From an optimization exercise on the open Yosys and OpenROAD flow, aimed at small area and a short achievable clock period; shortcuts taken in it are not production practice. Where RTL was checked, it was by simulation tests only, not by an equivalence proof against the original.

==> module fpadd_40, before the edit <==
module fpadd_40(x_40,y_40,res_40,clk_40,rst_40);
input  [31:0] x_40, y_40;
output [31:0] res_40;
input  clk_40, rst_40;
wire [7:0] ex = x_40[30:23];
wire [7:0] ey = y_40[30:23];
wire [7:0] dxy = ex - ey;                    
wire [7:0] dyx = ey - ex;                    
wire [4:0] cxy = (dxy > 8'd24) ? 5'd31 : dxy[4:0];    
wire [4:0] cyx = (dyx > 8'd24) ? 5'd31 : dyx[4:0];
wire       swap = y_40[30:0] > x_40[30:0];   
wire       hx   = |x_40[30:0];
wire       hy   = |y_40[30:0];
reg [22:0] fx1, fy1;
reg        hb1, sw1, sg1, sub1;
reg [7:0]  ea1;
reg [4:0]  d1;
always @(posedge clk_40) begin
  fx1  <= x_40[22:0];
  fy1  <= y_40[22:0];
  hb1  <= swap ? hx : hy;
  sw1  <= swap;
  ea1  <= swap ? ey : ex;
  d1   <= swap ? cyx : cxy;
  sg1  <= (swap ? y_40[31] : x_40[31]) & (hx | hy);
  sub1 <= x_40[31] ^ y_40[31];
end
wire [22:0] fa = sw1 ? fy1 : fx1;
wire [23:0] sb = {hb1, sw1 ? fx1 : fy1};
wire [24:0] b0 = {sb, 1'b0};
wire [24:0] b1 = d1[4] ? {16'd0, b0[24:16]} : b0;
wire [24:0] b2 = d1[3] ? { 8'd0, b1[24:8]}  : b1;
wire [24:0] b3 = d1[2] ? { 4'd0, b2[24:4]}  : b2;
wire [24:0] b4 = d1[1] ? { 2'd0, b3[24:2]}  : b3;
wire [24:0] b5 = d1[0] ? { 1'd0, b4[24:1]}  : b4;
reg [24:1] smask;
integer k;
always @(*) begin
  for (k = 1; k < 25; k = k + 1)
    smask[k] = (d1 > k) && (d1 <= k + 20) && (d1 <= 5'd24);
end
wire sticky = |(b0[24:1] & smask);
wire [25:0] aw = {2'b01, fa, 1'b0};
wire [25:0] bw = {sub1, b5 ^ {25{sub1}}};
wire [25:0] pw = aw ^ bw;
wire [25:0] gw = aw & bw;
reg [25:0] p2;
reg [23:1] g2;            
reg [7:0]  ea2;
reg        ci2, sg2;
always @(posedge clk_40) begin
  p2 <= pw; g2 <= gw[23:1]; ea2 <= ea1 + 8'd1;
  ci2 <= sub1 & ~sticky; sg2 <= sg1;
end
wire [25:0] s;
fpadd_40_add #(26) add (
  .p0(p2),
  .g0({1'b0, ~p2[24], g2, 1'b0}),
  .ci(ci2),
  .s (s)
);
reg [25:0] s3;
reg [7:0]  e3;
reg        sg3;
always @(posedge clk_40) begin
  s3 <= s; e3 <= ea2; sg3 <= sg2;
end
wire [31:0] v = {s3, 6'd0};
wire [15:0] z1;  wire [15:0] c1;       
genvar g;
generate for (g = 0; g < 16; g = g + 1) begin : l1
  assign z1[g] = ~(v[2*g+1] | v[2*g]);
  assign c1[g] = ~v[2*g+1];
end endgenerate
wire [7:0] z2; wire [15:0] c2;         
generate for (g = 0; g < 8; g = g + 1) begin : l2
  assign z2[g] = z1[2*g+1] & z1[2*g];
  assign c2[2*g+1:2*g] = z1[2*g+1] ? {1'b1, c1[2*g]} : {1'b0, c1[2*g+1]};
end endgenerate
wire [3:0] z3; wire [11:0] c3;         
generate for (g = 0; g < 4; g = g + 1) begin : l3
  assign z3[g] = z2[2*g+1] & z2[2*g];
  assign c3[3*g+2:3*g] = z2[2*g+1] ? {1'b1, c2[4*g+1:4*g]} : {1'b0, c2[4*g+3:4*g+2]};
end endgenerate
wire [1:0] z4; wire [7:0] c4;          
generate for (g = 0; g < 2; g = g + 1) begin : l4
  assign z4[g] = z3[2*g+1] & z3[2*g];
  assign c4[4*g+3:4*g] = z3[2*g+1] ? {1'b1, c3[6*g+2:6*g]} : {1'b0, c3[6*g+5:6*g+3]};
end endgenerate
wire       nz = ~(z4[1] & z4[0]);
wire [4:0] lz = z4[1] ? {1'b1, c4[3:0]} : {1'b0, c4[7:4]};
wire [25:0] n1 = lz[4] ? {s3[9:0], 16'd0} : s3;
wire [25:0] n2 = lz[3] ? {n1[17:0], 8'd0} : n1;
wire [25:0] n3 = lz[2] ? {n2[21:0], 4'd0} : n2;
wire [25:0] n4 = lz[1] ? {n3[23:0], 2'd0} : n3;
wire [25:0] n5 = lz[0] ? {n4[24:0], 1'd0} : n4;
wire [5:0]  el = {1'b0, e3[4:0]} - {1'b0, lz};
wire [2:0]  eh = el[5] ? e3[7:5] - 3'd1 : e3[7:5];
wire [31:0] r  = {sg3 & nz, nz ? {eh, el[4:0]} : 8'd0, n5[24:2]};
reg [31:0] r4;
always @(posedge clk_40) r4 <= r;
assign res_40 = r4;
endmodule
clock: 5.0 ns
lec_check: 0
abc_area: 1
cap_margin: 20
core_margin: 2
core_utilization: 40
cts_buf_list: sky130_fd_sc_hd__clkbuf_8
cts_cluster_size: 24
setup_slack_margin: 2.8
slew_margin: 20
standard.sh (not shown) runs the stock make flow with config.mk's settings and CLKGATE_MAP_FILE= SYNTH_SCRIPT=/design/flow/synth_recipe.tcl, a recipe that flattens the netlist after the stock synthesis.
==> flow/flow/run.sh <==
#!/bin/bash
# Standard ORFS layout with two changes: synthesis leaves adders to ABC
# (ADDER_MAP_FILE empty, so no half/full-adder cells are extracted; the
# synthesis script itself is the standard flow's, unchanged), and the port buffers are
# buf_2 cells. Full make output in make_finish.log, each step's log under
# orfs/logs/.
set -euo pipefail
bash standard.sh finish 'ADDER_MAP_FILE=' 'BUFFER_PORTS_ARGS=-buffer_cell sky130_fd_sc_hd__buf_2' > make_finish.log 2>&1
The baseline went through all stages and came out clean.
Rerun with:
--- a/flow/design.v
+++ b/flow/design.v
@@ -28,46 +28,46 @@
 input  [31:0] x_40, y_40;
 output [31:0] res_40;
 input  clk_40, rst_40;
 wire [7:0] ex = x_40[30:23];
 wire [7:0] ey = y_40[30:23];
-wire [7:0] dxy = ex - ey;                    
-wire [7:0] dyx = ey - ex;                    
-wire [4:0] cxy = (dxy > 8'd24) ? 5'd31 : dxy[4:0];    
+wire [8:0] dxy = {1'b0, ex} - {1'b0, ey};
+wire [7:0] dyx = ey - ex;
+wire       ge  = ~dxy[8];                    
+wire [4:0] cxy = (dxy[7:0] > 8'd24) ? 5'd31 : dxy[4:0];   
 wire [4:0] cyx = (dyx > 8'd24) ? 5'd31 : dyx[4:0];
 wire       swap = y_40[30:0] > x_40[30:0];   
 wire       hx   = |x_40[30:0];
 wire       hy   = |y_40[30:0];
 reg [22:0] fx1, fy1;
-reg        hb1, sw1, sg1, sub1;
+reg        hb1, sw1, sx1, sy1, sub1;
 reg [7:0]  ea1;
 reg [4:0]  d1;
 always @(posedge clk_40) begin
   fx1  <= x_40[22:0];
   fy1  <= y_40[22:0];
-  hb1  <= swap ? hx : hy;
+  hb1  <= hx & hy;                            
   sw1  <= swap;
-  ea1  <= swap ? ey : ex;
-  d1   <= swap ? cyx : cxy;
-  sg1  <= (swap ? y_40[31] : x_40[31]) & (hx | hy);
+  ea1  <= ge ? ex : ey;
+  d1   <= ge ? cxy : cyx;
+  sx1  <= x_40[31] & (hx | hy);               
+  sy1  <= y_40[31];
   sub1 <= x_40[31] ^ y_40[31];
 end
 wire [22:0] fa = sw1 ? fy1 : fx1;
+wire        sg1 = sw1 ? sy1 : sx1;
 wire [23:0] sb = {hb1, sw1 ? fx1 : fy1};
-wire [24:0] b0 = {sb, 1'b0};
+wire [24:0] b0 = {sb[23:3], sb[2] & ~(d1 >= 5'd24), sb[1] & ~(d1 >= 5'd23),
+                  sb[0] & ~(d1 >= 5'd22), 1'b0};
 wire [24:0] b1 = d1[4] ? {16'd0, b0[24:16]} : b0;
 wire [24:0] b2 = d1[3] ? { 8'd0, b1[24:8]}  : b1;
 wire [24:0] b3 = d1[2] ? { 4'd0, b2[24:4]}  : b2;
 wire [24:0] b4 = d1[1] ? { 2'd0, b3[24:2]}  : b3;
 wire [24:0] b5 = d1[0] ? { 1'd0, b4[24:1]}  : b4;
-reg [24:1] smask;
-integer k;
-always @(*) begin
-  for (k = 1; k < 25; k = k + 1)
-    smask[k] = (d1 > k) && (d1 <= k + 20) && (d1 <= 5'd24);
-end
-wire sticky = |(b0[24:1] & smask);
+wire sticky = ~&d1 & ((d1[4] & |b0[15:0]) | (d1[3] & |b1[7:0]) |
+                      (d1[2] & |b2[3:0])  | (d1[1] & |b3[1:0]) |
+                      (d1[0] & b4[0]));
 wire [25:0] aw = {2'b01, fa, 1'b0};
 wire [25:0] bw = {sub1, b5 ^ {25{sub1}}};
 wire [25:0] pw = aw ^ bw;
 wire [25:0] gw = aw & bw;
 reg [25:0] p2;
Effect: Worst hold slack is about the same. First-iteration DRC count is lower by 17%. Non-clock buffer count is lower by 1. Setup slack gains 35 ps. Core utilization rises by 0.44 points. Via count drops by 0.65%. Die area hardly moves.
For the second run of this note, only the layout was checked, not whether the RTL still works.

separate check: timing with driven ports:
Ports are ideal in the flow. The routed layouts listed here were re-timed in OpenROAD.
Step 1: set_driving_cell puts a clkbuf_16 on clk_40 and a buf_2 on each other input, an assumption about the parent block.
Step 2 times the ports against the registers' clock, not the clock port: input delays grow and output delays shrink by t, the midpoint of the rising clock arrivals with the driver on.
Slacks: no drivers / after step 1 / after step 2; pairs: no drivers / after step 1.
| run | t (ns) | setup WS [ns] | worst setup path after step 2 | clock arrival spread, ns | cell pins on the clock port's net |
|---|---|---|---|---|---|
| the first run | 0.516 | 2.840 / 2.859 / 2.343 | input to register | 0.019 / 0.019 | 1 |
| the second run | 0.501 | 2.875 / 2.875 / 2.374 | input to register | 0.024 / 0.024 | 1 |
After both steps setup and hold are still met in every run listed. For the second run, which loses most, drivers alone change the setup slack by 0.000 ns; drivers and shift together by -0.501 ns.
